This design comes from an exercise in tuning for small area on the open sky130 flow, not from production work.
Function was checked by simulation only, so behaviour that the tests miss may differ from the original.

== juniper ==
==> flow/design.v <==
module top (
    input CLK,     
    input RST,     
    input PIN_19,  
    output PIN_12,  
    output PIN_13,  
    output PIN_14,  
    output PIN_15,  
    output PIN_16,  
    output PIN_20,  
    output PIN_24,  
    output LED,    
    output USBPU   
);
    function [11:0] inc12(input [11:0] a);
      integer i;
      reg c;
      begin
        c = 1'b1;
        for (i = 0; i < 12; i = i + 1) begin
          inc12[i] = a[i] ^ c;
          c = c & a[i];
        end
      end
    endfunction
    function lt12(input [11:0] a, input [11:0] b);
      integer i;
      reg l;
      begin
        l = 1'b0;
        for (i = 0; i < 12; i = i + 1)
          l = (~a[i] & b[i]) | (~(a[i] ^ b[i]) & l);
        lt12 = l;
      end
    endfunction
    function [11:0] sub12(input [11:0] a, input [11:0] b);
      integer i;
      reg c;
      begin
        c = 1'b1;
        for (i = 0; i < 12; i = i + 1) begin
          sub12[i] = a[i] ^ ~b[i] ^ c;
          c = (a[i] & ~b[i]) | (a[i] & c) | (~b[i] & c);
        end
      end
    endfunction
    assign USBPU = 0;
    assign LED = 0;
    reg [3:0] sync;
    always @(posedge CLK) begin
      if (RST)
        sync <= 4'b1111;
      else
        sync <= {sync[2:0], PIN_19};
    end
    wire rx = sync[3];
    localparam [10:0] UART_MID = 11'd323;
    localparam [10:0] UART_END = 11'd497;
    reg [10:0] cnt;
    reg [3:0]  st;
    reg [7:0]  pos;
    wire [11:0] st_inc = inc12({9'd0, st[2:0]});
    wire [10:0] cnt_inc = {cnt[9:0], ~(cnt[10] ^ cnt[8])};
    wire cnt_end = (cnt == UART_END);
    wire cnt_mid = (cnt == UART_MID);
    always @(posedge CLK) begin
      if (RST) begin
        cnt <= 0;
        st  <= 0;
        pos <= 0;
      end else begin
        if (st[3]) begin
          if (!cnt_end)
            cnt <= cnt_inc;
          else begin
            cnt <= 0;
            pos[st[2:0]] <= rx;
            st <= (st == 4'd15) ? 4'd2 : {1'b1, st_inc[2:0]};
          end
        end else case (st[1:0])
          2'd0: begin
            cnt <= 0;
            if (!rx) st <= 4'd1;
          end
          2'd1: begin
            if (cnt_mid) begin
              cnt <= 0;
              st  <= rx ? 4'd0 : 4'd8;
            end else
              cnt <= cnt_inc;
          end
          2'd2: begin
            if (!cnt_end)
              cnt <= cnt_inc;
            else begin
              cnt <= 0;
              st  <= 4'd3;
            end
          end
          2'd3: st <= 4'd0;
        endcase
      end
    end
    reg [8:0] hc;
    reg [9:0] vc;
    wire [11:0] hc_inc = inc12({3'd0, hc});
    wire [11:0] vc_inc = inc12({2'd0, vc});
    wire hwrap = (hc == 9'd405);    
    always @(posedge CLK) begin
      if (RST) begin
        hc <= 9'd408;
        vc <= 0;
      end else begin
        hc <= hwrap ? 9'd409 : hc_inc[8:0];
        if (hwrap)
          vc <= (vc == 10'd524) ? 10'd0 : vc_inc[9:0];
      end
    end
    assign PIN_12 = ~(!lt12({3'd0, hc}, 12'd418) && lt12({3'd0, hc}, 12'd479));
    assign PIN_13 = ~(hwrap ? (vc == 10'd9 || vc == 10'd10)
                            : (vc == 10'd10 || vc == 10'd11));
    reg [8:0] tone_hi;
    reg [16:0] pre;
    wire [11:0] th_inc = inc12({3'd0, tone_hi});
    wire pre_low0 = (pre[15:0] == 16'd0);
    wire pre_wrap = pre_low0 & ~pre[16];
    always @(posedge CLK) begin
      if (RST) begin
        pre <= 17'd0;
        tone_hi <= 9'h1ff;
      end else begin
        pre <= {pre[15:0], pre[16] ^ pre[13] ^ pre_low0};
        if (pre_wrap)
          tone_hi <= th_inc[8:0];
      end
    end
    wire [25:17] tone = tone_hi;
    wire [7:0] ramp = tone[25] ? tone[24:17] : ~tone[24:17];
    wire active = (lt12({3'd0, hc}, 12'd406) || hc == 9'd511) && !lt12({2'd0, vc}, 12'd45);
    wire [8:0] x = (hc == 9'd511) ? 9'd0 : hc;
    wire wall = (x == {1'b0, ramp});
    wire [11:0] d = sub12(inc12({3'd0, x}), {4'd0, pos});    
    wire player = (pos[7:1] != 7'd0) && (d[11:2] == 10'd0) && (d[1:0] != 2'd3) && (vc[9:2] == 8'd18 && vc[1:0] != 2'd3 || vc[9:2] == 8'd17 && vc[1:0] == 2'd3);
    assign PIN_14 = active & wall;
    assign PIN_15 = active & player;
    assign PIN_16 = active & wall & player;
    localparam [6:0] SRV_TERM = 7'd113;
    reg [6:0] pre_s;
    reg [11:0] PulseCount;
    reg RCServo_pulse;
    wire tick = (pre_s == SRV_TERM);
    always @(posedge CLK) begin
      if (RST) begin
        pre_s <= 0;
        PulseCount <= 0;
        RCServo_pulse <= 1'b0;
      end else begin
        pre_s <= tick ? 7'd0 : {pre_s[5:0], ~(pre_s[6] ^ pre_s[5])};
        if (tick)
          PulseCount <= inc12(PulseCount);
        RCServo_pulse <= lt12(PulseCount, {4'b0001, pos});
      end
    end
    assign PIN_24 = RCServo_pulse;
    localparam [14:0] MUS_TERM = 15'd25261;
    localparam [14:0] MUS_RST  = 15'd10100;
    reg [14:0] mper;
    reg [2:0] mcnt;
    reg wave_form;
    wire [11:0] mc_inc = inc12({9'd0, mcnt});
    wire mterm = (mper == MUS_TERM);
    always @(posedge CLK) begin
      if (RST) begin
        mper <= MUS_RST;
        mcnt <= 3'd0;
        wave_form <= 1'b0;
      end else begin
        mper <= mterm ? 15'd0 : {mper[13:0], ~(mper[14] ^ mper[13])};
        if (mterm) begin
          if (mcnt[2])
            wave_form <= ~wave_form;
          else
            mcnt <= mc_inc[2:0];
        end
      end
    end
    assign PIN_20 = wave_form;
endmodule
clock: 10.0 ns
lec_check: 0
cap_margin: 20
core_margin: 2
core_utilization: 40
slew_margin: 20
standard.sh (not shown) runs the stock make flow with config.mk's settings and CLKGATE_MAP_FILE= SYNTH_SCRIPT=/design/flow/synth_recipe.tcl, a recipe that flattens the netlist after the stock synthesis.
==> flow/flow/run.sh <==
#!/bin/bash
# Standard layout (the standard flow's own flow), output logged to standard.log.
bash standard.sh > standard.log 2>&1
The final layout from juniper, which completed every stage, passed the timing, DRC and antenna checks at the end of the flow.
The following lists how delta was set up differently from juniper:
- setting CTS_BUF_LIST to sky130_fd_sc_hd__clkbuf_8 for the first time
==> flow/flow/run.sh <==
#!/bin/bash
# The standard layout (standard.sh), run with the synthesis script
# flow/my_synth.tcl in place of synth_recipe.tcl.  Everything after synthesis
# is the standard flow.  Full tool output goes to flow.log.
set -euo pipefail
here=$(pwd)
sed "s#SYNTH_SCRIPT=[^ ]*#SYNTH_SCRIPT=$here/flow/my_synth.tcl#" standard.sh > my_standard.sh
grep -q "SYNTH_SCRIPT=$here/flow/my_synth.tcl" my_standard.sh
bash my_standard.sh > flow.log 2>&1
==> flow/flow/abc_area.script (new file) <==
strash
&get -n
&deepsyn -T 20
&put
&get -n
&dch -f
&nf -R 1000
&put
==> flow/flow/my_synth.tcl (new file) <==
# The standard synthesis (synth_recipe.tcl, same passes, same registers),
# with two changes to the gate mapping of the combinational logic:
#  - extract_fa is skipped, so adders stay plain gates for ABC;
#  - ABC runs an area-oriented script (abc_area.script beside this file)
#    with a loose delay target instead of ORFS's speed script.
proc extract_fa {args} { puts "my_synth: extract_fa skipped" }
proc abc {args} {
  set out {}
  set skip 0
  foreach a $args {
    if {$skip} { set skip 0; continue }
    if {$a eq "-script" || $a eq "-D"} { set skip 1; continue }
    lappend out $a
  }
  lappend out -script [file join $::my_synth_dir abc_area.script] -D 10000
  puts "my_synth: abc $out"
  yosys abc {*}$out
}
set ::my_synth_dir [file dirname [file normalize [info script]]]
source [file join $::my_synth_dir .. synth_recipe.tcl]
Results
delta reached the final stage; the timing, DRC and antenna checks on its layout passed.
Looking at final net count, delta sits 167 below juniper.
In the metrics for juniper and delta, the one carrying the higher smallest setup slack after layout is delta.
Going from juniper to delta, die area shrinks by 0.0031 sq mm.
Measured against each other, juniper and delta differ in fraction of standard cell area in multi-input logic, the higher figure coming from juniper.
--- input diff delta..quartz ---
==> flow/flow/run.sh <==
#!/bin/bash
# Standard layout, except that synthesis leaves adders as plain gates for
# ABC (no half/full adder cells), which gives a smaller netlist.
# The registers are those of the standard synthesis.
set -euo pipefail
echo 'export ADDER_MAP_FILE =' >> config.mk
bash standard.sh > standard.log 2>&1
removed: flow/flow/abc_area.script
removed: flow/flow/my_synth.tcl
==> comparison <==
Per the comparison of quartz with delta, utilization fell 1.5 points, cell area after layout rose about 14%, ratio of final minimum period to clock period rose 1.6 points.

==> afterwards: timing with drivers on the ports <==
The results above use ideal ports. As a check the final layouts listed here were re-extracted and re-timed, cells and wires unchanged. Step 1 assumes that a clkbuf_16 drives the clock port and a buf_2 every other input. Step 2, shift: input delay + t, output delay - t, t = (earliest + latest rising clock arrival at the registers) / 2. This alone moves slack from input paths to output paths. Slacks: ideal ports / drivers / drivers and shift; pairs: ideal ports / drivers.
run	t, ns	slack for setup (ns)	worst setup path after step 2	latest minus earliest clock arrival (ns)	worst register clock-pin slew, ns
juniper	0.394	1.880 / 1.839 / 2.233	register to output	0.009 / 0.009	0.07 / 0.07
delta	0.401	4.604 / 4.570 / 4.971	register to output	0.012 / 0.012	0.11 / 0.11
quartz	0.406	4.441 / 4.405 / 4.811	register to output	0.007 / 0.007	0.10 / 0.10
After both steps every run listed still meets setup and hold.
